Background: an optimization exercise with open tools, aiming at small area. Do not read the settings as production practice. Where RTL was checked, it was by simulation tests only, not by an equivalence proof against the original. Power and IR drop assume default switching activity.

Design top_final, start of the top module:
module top_final (
    input CLK100MHZ,
    input reset,
    input ACL_MISO,
    output ACL_MOSI,
    output ACL_SCLK,
    output ACL_CSN,
    output oled_spi_clk,
    output oled_spi_data,
    output oled_vdd,
    output oled_vbat,
    output oled_reset_n,
    output oled_dc_n
);
clock: 10.0 ns
lec_check: 0
abc_area: 1
cap_margin: 20
core_margin: 2
core_utilization: 30
cts_buf_list: sky130_fd_sc_hd__clkbuf_8
place_density: 0.5
slew_margin: 20
synth_memory_max_bits: 16384
standard.sh (not shown) runs the stock make flow with config.mk's settings and CLKGATE_MAP_FILE= SYNTH_SCRIPT=/design/flow/synth_recipe.tcl, a recipe that flattens the netlist after the stock synthesis.
==> flow/flow/run.sh <==
#!/bin/bash
# Layout flow: the standard synthesis, then its combinational logic mapped
# again for area (registers, their names and cells untouched), then the standard flow's
# standard layout from floorplan to finish.
set -euo pipefail
WORK=$(pwd)
F=$WORK/flow
R=$WORK/orfs/results/$FLOW_PLATFORM/top_final/base
LIB=$FLOW_HOME/platforms/$FLOW_PLATFORM/lib/sky130_fd_sc_hd__tt_025C_1v80.lib

# 1. standard synthesis
bash standard.sh synth > synth_standard.log 2>&1

# 2. remap the combinational logic
cp $R/1_2_yosys.v $WORK/standard_1_2_yosys.v
python3 $F/mkmap.py $LIB $WORK/combmap.v > mkmap.log 2>&1
DU=$(sed -n '/^export DONT_USE_CELLS/,/^$/p' $FLOW_HOME/platforms/$FLOW_PLATFORM/config.mk \
     | grep -o 'sky130_fd_sc_hd__[a-z0-9_]*' | sort -u | sed 's/^/-dont_use /' | tr '\n' ' ')
cat > $WORK/remap.ys <<EOT
read_liberty -lib $LIB
read_verilog $WORK/standard_1_2_yosys.v
hierarchy -top $FLOW_TOP
techmap -map $WORK/combmap.v
techmap
opt -fast
opt -purge
abc -liberty $LIB $DU -script $F/area.abc
opt_clean -purge
hilomap -singleton -hicell sky130_fd_sc_hd__conb_1 HI -locell sky130_fd_sc_hd__conb_1 LO
insbuf -buf sky130_fd_sc_hd__buf_4 A X
opt_clean -purge
tee -o $WORK/remap_stat.txt stat -liberty $LIB
check -assert -mapped
write_verilog -noattr -nohex -nodec $WORK/remap_1_2_yosys.v
EOT
yosys -s $WORK/remap.ys > remap.log 2>&1
cp $WORK/remap_1_2_yosys.v $R/1_2_yosys.v
rm -f $R/1_synth.odb

# 3. standard layout from the remapped netlist; the port buffers are buf_1
export BUFFER_PORTS_ARGS="-buffer_cell sky130_fd_sc_hd__buf_1"
bash standard.sh finish > layout_standard.log 2>&1
==> flow/flow/area.abc <==
strash
&get -n
&deepsyn -T 20
&put
strash
&get -n
&dch -f
&nf -p -R 1000
&put
mfs3 -a
Other scripts of this flow, unchanged in this note and not shown: flow/flow/mkmap.py
The starting point finished with timing, DRC and antenna clean.
Rerun with:
==> flow/flow/area.abc (replaced) <==
strash
&get -n
&deepsyn -T 60
&put
strash
&get -n
&dch -f
&nf -p -R 1000
&put
mfs3 -a
--- a/flow/config.mk
+++ b/flow/config.mk
@@ -10,5 +10,5 @@
 export CORE_MARGIN = 2
-export CORE_UTILIZATION = 30
+export CORE_UTILIZATION = 60
 export CTS_BUF_LIST = sky130_fd_sc_hd__clkbuf_8
-export PLACE_DENSITY = 0.5
+export PLACE_DENSITY = 0.75
 export SLEW_MARGIN = 20
What happened: Fmax drops by 24%; combinational power fell by about 10%; non-clock buffer count increases by 1.
No functional check of the RTL was part of any run of this note.

---

top_final, a different RTL version from the one above (not shown whole).
For scale: ~670 cells after synthesis, about 12 I/O pins.
clock: 10.0 ns
lec_check: 0
abc_area: 1
cap_margin: 20
core_margin: 2
core_utilization: 30
place_density: 0.5
slew_margin: 20
synth_memory_max_bits: 16384
==> flow/flow/run.sh <==
#!/bin/bash
# Layout flow: the standard synthesis, then its combinational logic mapped
# again for area (registers, their names and cells untouched), then the standard flow's
# standard layout from floorplan to finish.
set -euo pipefail
WORK=$(pwd)
F=$WORK/flow
R=$WORK/orfs/results/$FLOW_PLATFORM/top_final/base
LIB=$FLOW_HOME/platforms/$FLOW_PLATFORM/lib/sky130_fd_sc_hd__tt_025C_1v80.lib

# 1. standard synthesis
bash standard.sh synth > synth_standard.log 2>&1

# 2. remap the combinational logic
cp $R/1_2_yosys.v $WORK/standard_1_2_yosys.v
python3 $F/mkmap.py $LIB $WORK/combmap.v > mkmap.log 2>&1
DU=$(sed -n '/^export DONT_USE_CELLS/,/^$/p' $FLOW_HOME/platforms/$FLOW_PLATFORM/config.mk \
     | grep -o 'sky130_fd_sc_hd__[a-z0-9_]*' | sort -u | sed 's/^/-dont_use /' | tr '\n' ' ')
cat > $WORK/remap.ys <<EOT
read_liberty -lib $LIB
read_verilog $WORK/standard_1_2_yosys.v
hierarchy -top $FLOW_TOP
techmap -map $WORK/combmap.v
techmap
opt -fast
opt -purge
abc -liberty $LIB $DU -script $F/area.abc
opt_clean -purge
hilomap -singleton -hicell sky130_fd_sc_hd__conb_1 HI -locell sky130_fd_sc_hd__conb_1 LO
insbuf -buf sky130_fd_sc_hd__buf_4 A X
opt_clean -purge
tee -o $WORK/remap_stat.txt stat -liberty $LIB
check -assert -mapped
write_verilog -noattr -nohex -nodec $WORK/remap_1_2_yosys.v
EOT
yosys -s $WORK/remap.ys > remap.log 2>&1
cp $WORK/remap_1_2_yosys.v $R/1_2_yosys.v
rm -f $R/1_synth.odb

# 3. standard layout from the remapped netlist; the port buffers are buf_1
export BUFFER_PORTS_ARGS="-buffer_cell sky130_fd_sc_hd__buf_1"
# clock tree of clkbuf_8, without the dummy loads CTS adds to balance leaves
export CTS_ARGS="-sink_clustering_enable -repair_clock_nets -sink_clustering_size 25 -sink_clustering_max_diameter 200 -buf_list sky130_fd_sc_hd__clkbuf_16 -dont_use_dummy_load"
bash standard.sh finish > layout_standard.log 2>&1
==> flow/flow/area.abc <==
strash
&get -n
&deepsyn -T 60
&put
strash
&get -n
&dch -f
&nf -p -R 1000
&put
mfs3 -a
Other scripts of this flow, unchanged in this note and not shown: flow/flow/mkmap.py
The baseline produced a clean layout.
Edit:
--- a/flow/flow/run.sh
+++ b/flow/flow/run.sh
@@ -19 +19,5 @@
-cat > $WORK/remap.ys <<EOT
+# ABC's deepsyn is randomised: map with a few seeds at once, keep the smallest.
+SEEDS="1 2 3 4"
+for S in $SEEDS; do
+  sed "s/@SEED@/$S/" $F/area.abc.in > $WORK/area_$S.abc
+  cat > $WORK/remap_$S.ys <<EOT
@@ -27 +31 @@
-abc -liberty $LIB $DU -script $F/area.abc
+abc -liberty $LIB $DU -script $WORK/area_$S.abc
@@ -32 +36 @@
-tee -o $WORK/remap_stat.txt stat -liberty $LIB
+tee -o $WORK/remap_stat_$S.txt stat -liberty $LIB
@@ -34 +38 @@
-write_verilog -noattr -nohex -nodec $WORK/remap_1_2_yosys.v
+write_verilog -noattr -nohex -nodec $WORK/remap_1_2_yosys_$S.v
@@ -36 +40,11 @@
-yosys -s $WORK/remap.ys > remap.log 2>&1
+  yosys -s $WORK/remap_$S.ys > remap_$S.log 2>&1 &
+done
+wait
+BEST=""; BESTA=""
+for S in $SEEDS; do
+  [ -s $WORK/remap_1_2_yosys_$S.v ] || continue
+  A=$(grep "Chip area for module" $WORK/remap_stat_$S.txt | grep -o "[0-9.]*$")
+  if [ -z "$BEST" ] || awk "BEGIN{exit !($A < $BESTA)}"; then BEST=$S; BESTA=$A; fi
+done
+echo "seed $BEST area $BESTA" > remap_choice.log
+cp $WORK/remap_1_2_yosys_$BEST.v $WORK/remap_1_2_yosys.v
@@ -43 +57 @@
-export CTS_ARGS="-sink_clustering_enable -repair_clock_nets -sink_clustering_size 25 -sink_clustering_max_diameter 200 -buf_list sky130_fd_sc_hd__clkbuf_16 -dont_use_dummy_load"
+export CTS_ARGS="-sink_clustering_enable -repair_clock_nets -buf_list sky130_fd_sc_hd__clkbuf_8 -dont_use_dummy_load"
==> flow/flow/area.abc.in (new file) <==
strash
&get -n
&deepsyn -T 120 -S @SEED@
&put
strash
&get -n
&dch -f
&nf -p -R 1000
&put
mfs3 -a
removed: flow/flow/area.abc
The changed run passed the timing, DRC and antenna checks; via count shrinks slightly; critical path depth grows by 5; clock-buffer cell count stays the same; hold slack improves by 0.025 ns; setup slack degrades by 0.94 ns; sequential power shrinks slightly.

---

top_final again, from the RTL that the note above started with.
export LEC_CHECK = 0
export ABC_AREA = 1
export CAP_MARGIN = 20
export CORE_MARGIN = 2
export CORE_UTILIZATION = 30
export PLACE_DENSITY = 0.5
export SLEW_MARGIN = 20
export SYNTH_MEMORY_MAX_BITS = 16384
create_clock -name core_clock -period 10.0 [get_ports {CLK100MHZ}]
==> flow/flow/run.sh <==
#!/bin/bash
# Layout flow: the standard synthesis, then its combinational logic mapped
# again for area (registers, their names and cells untouched), then the standard flow's
# standard layout from floorplan to finish.
set -euo pipefail
WORK=$(pwd)
F=$WORK/flow
R=$WORK/orfs/results/$FLOW_PLATFORM/top_final/base
LIB=$FLOW_HOME/platforms/$FLOW_PLATFORM/lib/sky130_fd_sc_hd__tt_025C_1v80.lib

# 1. standard synthesis
bash standard.sh synth > synth_standard.log 2>&1

# 2. remap the combinational logic
cp $R/1_2_yosys.v $WORK/standard_1_2_yosys.v
python3 $F/mkmap.py $LIB $WORK/combmap.v > mkmap.log 2>&1
DU=$(sed -n '/^export DONT_USE_CELLS/,/^$/p' $FLOW_HOME/platforms/$FLOW_PLATFORM/config.mk \
     | grep -o 'sky130_fd_sc_hd__[a-z0-9_]*' | sort -u | sed 's/^/-dont_use /' | tr '\n' ' ')
cat > $WORK/remap.ys <<EOT
read_liberty -lib $LIB
read_verilog $WORK/standard_1_2_yosys.v
hierarchy -top $FLOW_TOP
techmap -map $WORK/combmap.v
techmap
opt -fast
opt -purge
abc -liberty $LIB $DU -script $F/area.abc
opt_clean -purge
hilomap -singleton -hicell sky130_fd_sc_hd__conb_1 HI -locell sky130_fd_sc_hd__conb_1 LO
insbuf -buf sky130_fd_sc_hd__buf_4 A X
opt_clean -purge
tee -o $WORK/remap_stat.txt stat -liberty $LIB
check -assert -mapped
write_verilog -noattr -nohex -nodec $WORK/remap_1_2_yosys.v
EOT
yosys -s $WORK/remap.ys > remap.log 2>&1
cp $WORK/remap_1_2_yosys.v $R/1_2_yosys.v
rm -f $R/1_synth.odb

# 3. standard layout from the remapped netlist; the port buffers are buf_1
export BUFFER_PORTS_ARGS="-buffer_cell sky130_fd_sc_hd__buf_1"
# clock tree of clkbuf_8, without the dummy loads CTS adds to balance leaves
export CTS_ARGS="-sink_clustering_enable -repair_clock_nets -sink_clustering_size 20 -sink_clustering_max_diameter 200 -buf_list sky130_fd_sc_hd__clkbuf_8 -dont_use_dummy_load"
bash standard.sh finish > layout_standard.log 2>&1
Other scripts of this flow, unchanged in this note and not shown: flow/flow/area.abc, flow/flow/mkmap.py
The baseline finished with timing, DRC and antenna clean.
Rerun with:
--- a/flow/flow/run.sh
+++ b/flow/flow/run.sh
@@ -41,4 +41,4 @@
 export BUFFER_PORTS_ARGS="-buffer_cell sky130_fd_sc_hd__buf_1"
 # clock tree of clkbuf_8, without the dummy loads CTS adds to balance leaves
-export CTS_ARGS="-sink_clustering_enable -repair_clock_nets -sink_clustering_size 20 -sink_clustering_max_diameter 200 -buf_list sky130_fd_sc_hd__clkbuf_8 -dont_use_dummy_load"
+export CTS_ARGS="-sink_clustering_enable -repair_clock_nets -buf_list sky130_fd_sc_hd__clkbuf_8 -dont_use_dummy_load"
 bash standard.sh finish > layout_standard.log 2>&1
- CORE_UTILIZATION: 30 -> 60
- PLACE_DENSITY: 0.5 -> 0.75
Result: Combinational power fell by about 5%. Via count went up by 1.4%. Cell area is lower by about 3.6%. Area after synthesis shrinks by about 1%. Power is lower by 2.2%. Cell count decreases by 15%. Flip-flop and latch count is unchanged. First-iteration DRC count went down by about 24%. Non-clock buffer count went up by 1. Setup slack gets worse by 1.3 ns.
Rerun with:
- CORE_UTILIZATION: 60 -> 30
- PLACE_DENSITY: 0.75 -> 0.5
Effect:
- clock skew falls by 0.012 ns
- utilization went down by 31 points
- total power is higher by 1.2%
- cell area grows by 2.7%
- worst setup slack is better by 0.24 ns
- die area goes up by 95%
- register-to-register slack gains 0.24 ns
- via count decreases by 2.9%
- cell count climbs by 14%
- count of clock-buffer cells in the layout stays the same
- hold slack stays flat

==> what the ideal ports hide <==
No port has a modelled driver above. Below, the same layouts with a new extraction and two added sets of constraints.
Step 1, drivers: a clkbuf_16 drives CLK100MHZ and a buf_2 each remaining input, both assumed.
Step 2 also shifts input and output timing later by t, the mid clock arrival at the registers, as if the neighbouring blocks saw the same clock.
Three values: ideal ports, drivers, drivers and shift; two values: the first two.
run | t (ns) | setup WS [ns] | worst slew at a driven data input, ns
the first run of note 1 | 0.380 | 4.682 / 4.682 / 4.682 | 0.03
the second run of note 1 | 0.387 | 3.038 / 3.038 / 3.038 | 0.03
the first run of note 2 | 0.370 | 4.041 / 4.041 / 4.041 | 0.03
the second run of note 2 | 0.389 | 3.102 / 3.102 / 3.102 | 0.04
the first run of note 3 | 0.391 | 3.984 / 3.984 / 3.984 | 0.03
the second run of note 3 | 0.373 | 2.695 / 2.695 / 2.695 | 0.03
the third run of note 3 | 0.379 | 2.940 / 2.940 / 2.940 | 0.03
After both steps setup and hold are still met in every run listed.
